This design comes from an exercise in tuning for small area on the open sky130 flow, not from production work.
Function was checked by simulation only, so behaviour that the tests miss may differ from the original.
No activity file was given, so power comes from the tool's default toggle rates.

==> flow/design.v <==
module alu (
    input  wire [7:0] a,
    input  wire [7:0] b,
    input  wire [2:0] op,
    output reg  [7:0] result,
    output wire       equal_out,
    output wire       carry_out
);
    wire       sub = (op == 3'd1);
    wire [7:0] bx  = b ^ {8{sub}};
    wire [8:0] c;
    wire [7:0] s;
    assign c[0] = sub;
    genvar i;
    generate
        for (i = 0; i < 8; i = i + 1) begin : FA
            assign s[i]   = a[i] ^ bx[i] ^ c[i];
            assign c[i+1] = (a[i] & bx[i]) | (c[i] & (a[i] ^ bx[i]));
        end
    endgenerate
    wire       big = |b[7:3];
    wire       rt  = op[0];
    wire [7:0] ar  = {a[0], a[1], a[2], a[3], a[4], a[5], a[6], a[7]};
    wire [7:0] sh  = (rt ? ar : a) << b[2:0];
    wire [7:0] shr = {sh[0], sh[1], sh[2], sh[3], sh[4], sh[5], sh[6], sh[7]};
    wire [7:0] shv = big ? 8'd0 : (rt ? shr : sh);
    assign equal_out = (op == 3'd5) & (a == b);
    assign carry_out = (op == 3'd0) & c[8];
    always @(*) begin
        case (op)
            3'd0, 3'd1: result = s;
            3'd2:       result = a & b;
            3'd3:       result = a | b;
            3'd4:       result = ~a;
            3'd6, 3'd7: result = shv;
            default:    result = 8'd0;
        endcase
    end
endmodule
module sram_64x8 (
    input  wire       clk,
    input  wire       arst_n,
    input  wire [5:0] tau,        
    input  wire       swept,      
    input  wire       wr_req,     
    input  wire [5:0] addr,       
    input  wire [7:0] wdata,      
    output wire [7:0] rdata
);
    reg        wr_late;
    reg  [7:0] ring_e [0:31];     
    reg  [7:0] ring_o [0:31];     
    wire [5:0] pos = addr + tau;           
    wire       now = wr_req & ~pos[0];     
    wire       wr  = now | wr_late;
    wire [4:0] port = pos[5:1];            
    wire [7:0] wd  = swept ? wdata : 8'd0;
    assign rdata = pos[0] ? ring_o[pos[5:1]] : ring_e[pos[5:1]];
    always @(posedge clk or negedge arst_n) begin
        if (!arst_n) begin
            wr_late <= 1'b0;
        end else begin
            wr_late <= wr_req & pos[0];
        end
    end
    integer q;
    always @(posedge clk) begin
        ring_e[0] <= ring_o[31];
        for (q = 1; q < 32; q = q + 1)
            ring_e[q] <= ring_o[q-1];
    end
    always @(posedge clk or negedge arst_n) begin
        if (!arst_n) begin
            for (q = 0; q < 32; q = q + 1)
                ring_o[q] <= 8'd0;
        end else begin
            for (q = 0; q < 32; q = q + 1)
                ring_o[q] <= ((wr & (port == q)) | ~swept) ? wd : ring_e[q];
        end
    end
endmodule
module uc_8bits (
    input  wire        clk,
    input  wire        clk_valid,
    input  wire        arst_n,
    input  wire [7:0]  in,
    input  wire [15:0] flash_data,
    output wire [7:0]  out0, out1,
    output wire [11:0] pc_out,
    output wire        bootstrapping,
    output wire        cu_state,
    output wire        equal_flag, carry_flag,
    output wire        out_select
);
    reg        state;
    reg [11:0] pc;
    reg [3:0]  op;           
    reg [3:0]  rd;           
    reg [7:0]  ab;           
    reg [7:0]  a_q;          
    reg [1:0]  fl_src;       
    reg [1:0]  fl;           
    reg [7:0]  out_gpio;
    reg        out_sel;
    reg [5:0]  tau;
    reg        swept;        
    wire [3:0] f_op = flash_data[15:12];
    wire [3:0] ra   = ab[7:4];
    wire [3:0] rb   = ab[3:0];
    wire       f_rd_d  = (f_op == 4'd2) | (f_op == 4'd7);
    wire       ex_st   = (op == 4'd2);
    wire [3:0] rp_addr = state ? (ex_st ? flash_data[11:8] : rb)
                               : (f_rd_d ? flash_data[11:8] : flash_data[7:4]);
    wire [7:0] rp;
    wire [7:0] alu_y;
    wire       alu_eq, alu_c;
    alu ALU (.a(a_q), .b(rp), .op(op[2:0]), .result(alu_y),
             .equal_out(alu_eq), .carry_out(alu_c));
    wire       ex_v = clk_valid & state;
    reg        st_prev;      
    reg  [7:0] st_next;      
    wire [7:0] sram_q;
    sram_64x8 SRAM (.clk(clk), .arst_n(arst_n), .tau(tau), .swept(swept),
                    .wr_req(ex_v & (ex_st | st_prev)),
                    .addr({ra[1:0], rb}), .wdata(ex_st ? a_q : st_next),
                    .rdata(sram_q));
    wire        taken = (op == 4'd3) | ((op == 4'd4) & fl[1]) | ((op == 4'd5) & fl[0]);
    wire [11:0] pc_d  = taken ? {rd, ab} : pc + 12'd1;
    wire [7:0]  in_val = (pc_d[11:9] == 3'd0) ? flash_data[7:0] : in;
    always @(posedge clk or negedge arst_n) begin
        if (!arst_n) begin
            state <= 1'b0;
            pc    <= 12'd0;
            op    <= 4'd0;
            st_prev <= 1'b0;
        end else if (clk_valid) begin
            state <= ~state;
            if (!state) begin
                pc <= pc_d;
                op <= f_op;
                st_prev <= (op == 4'd2);
            end
        end
    end
    always @(posedge clk) begin
        if (clk_valid & ~state) begin
            rd <= flash_data[11:8];
            ab <= flash_data[7:0];
        end
        if (!state)
            a_q <= (f_op == 4'd6) ? in_val : rp;
        if (state & ex_st)
            st_next <= rp;
    end
    always @(posedge clk or negedge arst_n) begin
        if (!arst_n) begin
            fl_src   <= 2'b00;
            fl       <= 2'b00;
            out_gpio <= 8'd0;
            out_sel  <= 1'b0;
        end else if (clk_valid) begin
            if (state) begin
                fl_src <= {alu_eq, alu_c};
                if (op == 4'd7) begin
                    out_gpio <= a_q;
                    out_sel  <= rb[0];
                end
            end else begin
                fl <= fl_src;
            end
        end
    end
    always @(posedge clk or negedge arst_n) begin
        if (!arst_n) begin
            tau   <= 6'd0;
            swept <= 1'b0;
        end else begin
            tau   <= tau + 6'd1;
            swept <= 1'b1;
        end
    end
    wire       rf_we = ex_v & (op[3] | (op == 4'd1) | (op == 4'd6));
    wire [7:0] rf_wd = op[3] ? alu_y : (op[1] ? a_q : sram_q);
    regfile_ring RF (.clk(clk), .arst_n(arst_n), .tau(tau[3:0]), .swept(swept),
                     .wr_req(rf_we), .waddr(rd), .wdata(rf_wd),
                     .raddr(rp_addr), .rdata(rp));
    assign pc_out        = pc;
    assign bootstrapping = (pc[11:9] == 3'd0);
    assign cu_state      = state;
    assign equal_flag    = fl[1];
    assign carry_flag    = fl[0];
    assign out_select    = out_sel;
    assign out0          = out_sel ? 8'd0 : out_gpio;
    assign out1          = out_sel ? out_gpio : 8'd0;
endmodule
module regfile_ring (
    input  wire       clk,
    input  wire       arst_n,
    input  wire [3:0] tau,
    input  wire       swept,
    input  wire       wr_req,
    input  wire [3:0] waddr,      
    input  wire [7:0] wdata,      
    input  wire [3:0] raddr,
    output wire [7:0] rdata
);
    reg        wr_late;
    reg  [7:0] wbuf;
    reg  [7:0] ring_e [0:7];
    reg  [7:0] ring_o [0:7];
    wire [3:0] wpos = waddr + tau;
    wire       now  = wr_req & ~wpos[0];
    wire       wr   = now | wr_late;
    wire [2:0] port = wpos[3:1];
    wire [7:0] wd   = swept ? (wr_late ? wbuf : wdata) : 8'd0;
    wire [3:0] rpos = raddr + tau;
    wire [7:0] ring_q = rpos[0] ? ring_o[rpos[3:1]] : ring_e[rpos[3:1]];
    assign rdata = (wr_late & (raddr == waddr)) ? wbuf : (swept ? ring_q : 8'd0);
    always @(posedge clk or negedge arst_n) begin
        if (!arst_n) wr_late <= 1'b0;
        else         wr_late <= wr_req & wpos[0];
    end
    integer q;
    always @(posedge clk) begin
        wbuf <= wdata;
        ring_e[0] <= ring_o[7];
        for (q = 1; q < 8; q = q + 1)
            ring_e[q] <= ring_o[q-1];
    end
    always @(posedge clk or negedge arst_n) begin
        if (!arst_n) begin
            for (q = 0; q < 8; q = q + 1)
                ring_o[q] <= 8'd0;
        end else begin
            for (q = 0; q < 8; q = q + 1)
                ring_o[q] <= ((wr & (port == q)) | ~swept) ? wd : ring_e[q];
        end
    end
endmodule
==> flow/config.mk <==
export PLATFORM = sky130hd
export DESIGN_NAME = uc_8bits
export DESIGN_NICKNAME = uc_8bits
export VERILOG_FILES = /design/flow/design.v
export SDC_FILE = /design/flow/constraint.sdc
export NUM_CORES = 4
export LEC_CHECK = 0
export ABC_AREA = 1
export CAP_MARGIN = 10
export CORE_MARGIN = 2
export CORE_UTILIZATION = 55
export CTS_BUF_LIST = sky130_fd_sc_hd__clkbuf_4
export SLEW_MARGIN = 10
==> flow/constraint.sdc <==
create_clock -name core_clock -period 10.0 [get_ports {clk}]
set_input_delay 2.0000 -clock core_clock [delete_from_list [all_inputs] [get_ports {clk}]]
set_output_delay 2.0000 -clock core_clock [all_outputs]
set_load 0.01 [all_outputs]
standard.sh (not shown) runs the stock make flow with config.mk's settings and CLKGATE_MAP_FILE= SYNTH_SCRIPT=/design/flow/synth_recipe.tcl, a recipe that flattens the netlist after the stock synthesis.
==> flow/flow/run.sh <==
#!/bin/bash
# The standard layout (standard.sh), with two changes to what it builds:
# clock tree synthesis without dummy loads and with larger sink clusters
# (clkbuf_8), and plain buf_1 port buffers.
set -euo pipefail
export CTS_ARGS="-sink_clustering_enable -repair_clock_nets -dont_use_dummy_load -buf_list sky130_fd_sc_hd__clkbuf_8 -sink_clustering_size 16 -sink_clustering_max_diameter 60"
export BUFFER_PORTS_ARGS="-buffer_cell sky130_fd_sc_hd__buf_1"
bash standard.sh > standard_flow.log 2>&1
Edit:
==> flow/flow/run.sh (replaced) <==
#!/bin/bash
# The standard layout (standard.sh) with these changes to how it is made:
# - clock tree synthesis without dummy loads and with larger sink clusters
# - plain buf_1 port buffers
set -euo pipefail
here=$(pwd)
sed "s|^source \$::env(SCRIPTS_DIR)/synth.tcl|proc abc {args} { set i [lsearch \$args -script]; lset args [expr {\$i+1}] $here/flow/abc_area.script; yosys abc {*}\$args }\nsource \$::env(SCRIPTS_DIR)/synth.tcl|" synth_recipe.tcl > flow_synth.tcl
sed "s|SYNTH_SCRIPT=[^ ]*|SYNTH_SCRIPT=$here/flow_synth.tcl|" standard.sh > flow_standard.sh
export CTS_ARGS="-sink_clustering_enable -repair_clock_nets -dont_use_dummy_load -buf_list sky130_fd_sc_hd__clkbuf_8 -sink_clustering_size 16 -sink_clustering_max_diameter 60"
export BUFFER_PORTS_ARGS="-buffer_cell sky130_fd_sc_hd__buf_1"
bash flow_standard.sh > standard_flow.log 2>&1
==> flow/flow/abc_area.script (new file) <==
&get -n
&st
&dch -f
&nf -a -R 1000
&put
topo
CAP_MARGIN = 0   (was 10)
CORE_UTILIZATION = 70   (was 55)
CTS_BUF_LIST = not set   (was sky130_fd_sc_hd__clkbuf_4)
SLEW_MARGIN = 0   (was 10)
Effect: Clock-buffer cell count drops by 5. Maximum frequency drops by 11%. Cell area falls by about 7%. Via count went down by about 15%. Area after synthesis is lower by 9.6%. Die area decreases by 29%. Sequential share of layout area climbs by 4.1 points. Clock skew went down by 17 ps.
Edit:
==> flow/flow/run.sh (replaced) <==
#!/bin/bash
# The standard layout (standard.sh), with two changes to what it builds:
# clock tree synthesis without dummy loads, and plain buf_1 port buffers.
set -euo pipefail
export CTS_ARGS="-sink_clustering_enable -repair_clock_nets -dont_use_dummy_load -buf_list sky130_fd_sc_hd__clkbuf_4 -sink_clustering_size 9 -sink_clustering_max_diameter 50"
export BUFFER_PORTS_ARGS="-buffer_cell sky130_fd_sc_hd__buf_1"
bash standard.sh > standard_flow.log 2>&1
CAP_MARGIN = 10   (was 0)
CORE_UTILIZATION = 55   (was 70)
CTS_BUF_LIST = sky130_fd_sc_hd__clkbuf_4   (was not set)
SLEW_MARGIN = 10   (was 0)
removed: flow/flow/abc_area.script
The new run produced a clean layout.
Final cell count rises by well over a third.
Sequential power fell by a few percent.
Synthesized area is higher by roughly a tenth.
Clock power rose by a few percent.
Design area rose by a little under a tenth.
Count of clock-buffer cells in the layout rises by 44.
Routed wire length is higher by a quarter to a third.
Total power went down by about a fifth.
Sequential cell count stays the same.
Setup slack improves by 1200 ps.
Edit:
--- a/flow/flow/run.sh
+++ b/flow/flow/run.sh
@@ -5 +5 @@
-export CTS_ARGS="-sink_clustering_enable -repair_clock_nets -dont_use_dummy_load -buf_list sky130_fd_sc_hd__clkbuf_4 -sink_clustering_size 9 -sink_clustering_max_diameter 50"
+export CTS_ARGS="-sink_clustering_enable -repair_clock_nets -dont_use_dummy_load -buf_list sky130_fd_sc_hd__clkbuf_8 -sink_clustering_size 16 -sink_clustering_max_diameter 60"
Design area hardly moves.
Die area stays the same.
Total power increases slightly.
Register-to-register slack is worse by 20 ps.
Maximum frequency decreases by a few percent.
Non-clock buffer count stays the same.
Worst hold slack is better by 6.4 ps.
Sequential cell count stays the same.
Via count decreases slightly.
Final cell count decreases slightly.
Edit:
--- a/flow/flow/run.sh
+++ b/flow/flow/run.sh
@@ -3 +3,2 @@
-# clock tree synthesis without dummy loads, and plain buf_1 port buffers.
+# clock tree synthesis without dummy loads and with larger sink clusters
+# (clkbuf_8), and plain buf_1 port buffers.
CAP_MARGIN = 0   (was 10)
CORE_UTILIZATION = 70   (was 55)
CTS_BUF_LIST = not set   (was sky130_fd_sc_hd__clkbuf_4)
SLEW_MARGIN = 0   (was 10)
Power shrinks slightly.
Clock-buffer cell count goes down by 3.
Die area came out lower by about a fifth.

re-timing with driven ports:
In the flow no input, the clock included, has a driving cell. The finished layouts below were timed again as built, in two steps.
Step 1: set_driving_cell puts a clkbuf_16 on clk and a buf_2 on each other input, an assumption about the parent block.
Step 2 also shifts input and output timing later by t, the mid clock arrival at the registers, as if the neighbouring blocks saw the same clock.
a / b / c = no drivers / after step 1 / after step 2; a / b = the first two.
run	t, ns	setup WS [ns]	worst setup path after step 2	worst slew at a driven data input, ns	cell pins on the clock port's net
the first run	0.753	1.765 / 1.802 / 1.049	input to register	0.03	1
the second run	0.717	0.735 / 0.772 / 0.055	input to register	0.04	1
the third run	0.903	1.947 / 1.972 / 1.069	input to register	0.03	1
the fourth run	0.753	1.765 / 1.802 / 1.049	input to register	0.03	1
the fifth run	0.754	1.482 / 1.514 / 0.760	input to register	0.04	1
After both steps every run listed still meets setup and hold. The setup slack of the third run, which loses most, moves by +0.025 ns with the drivers and by -0.878 ns with both steps.
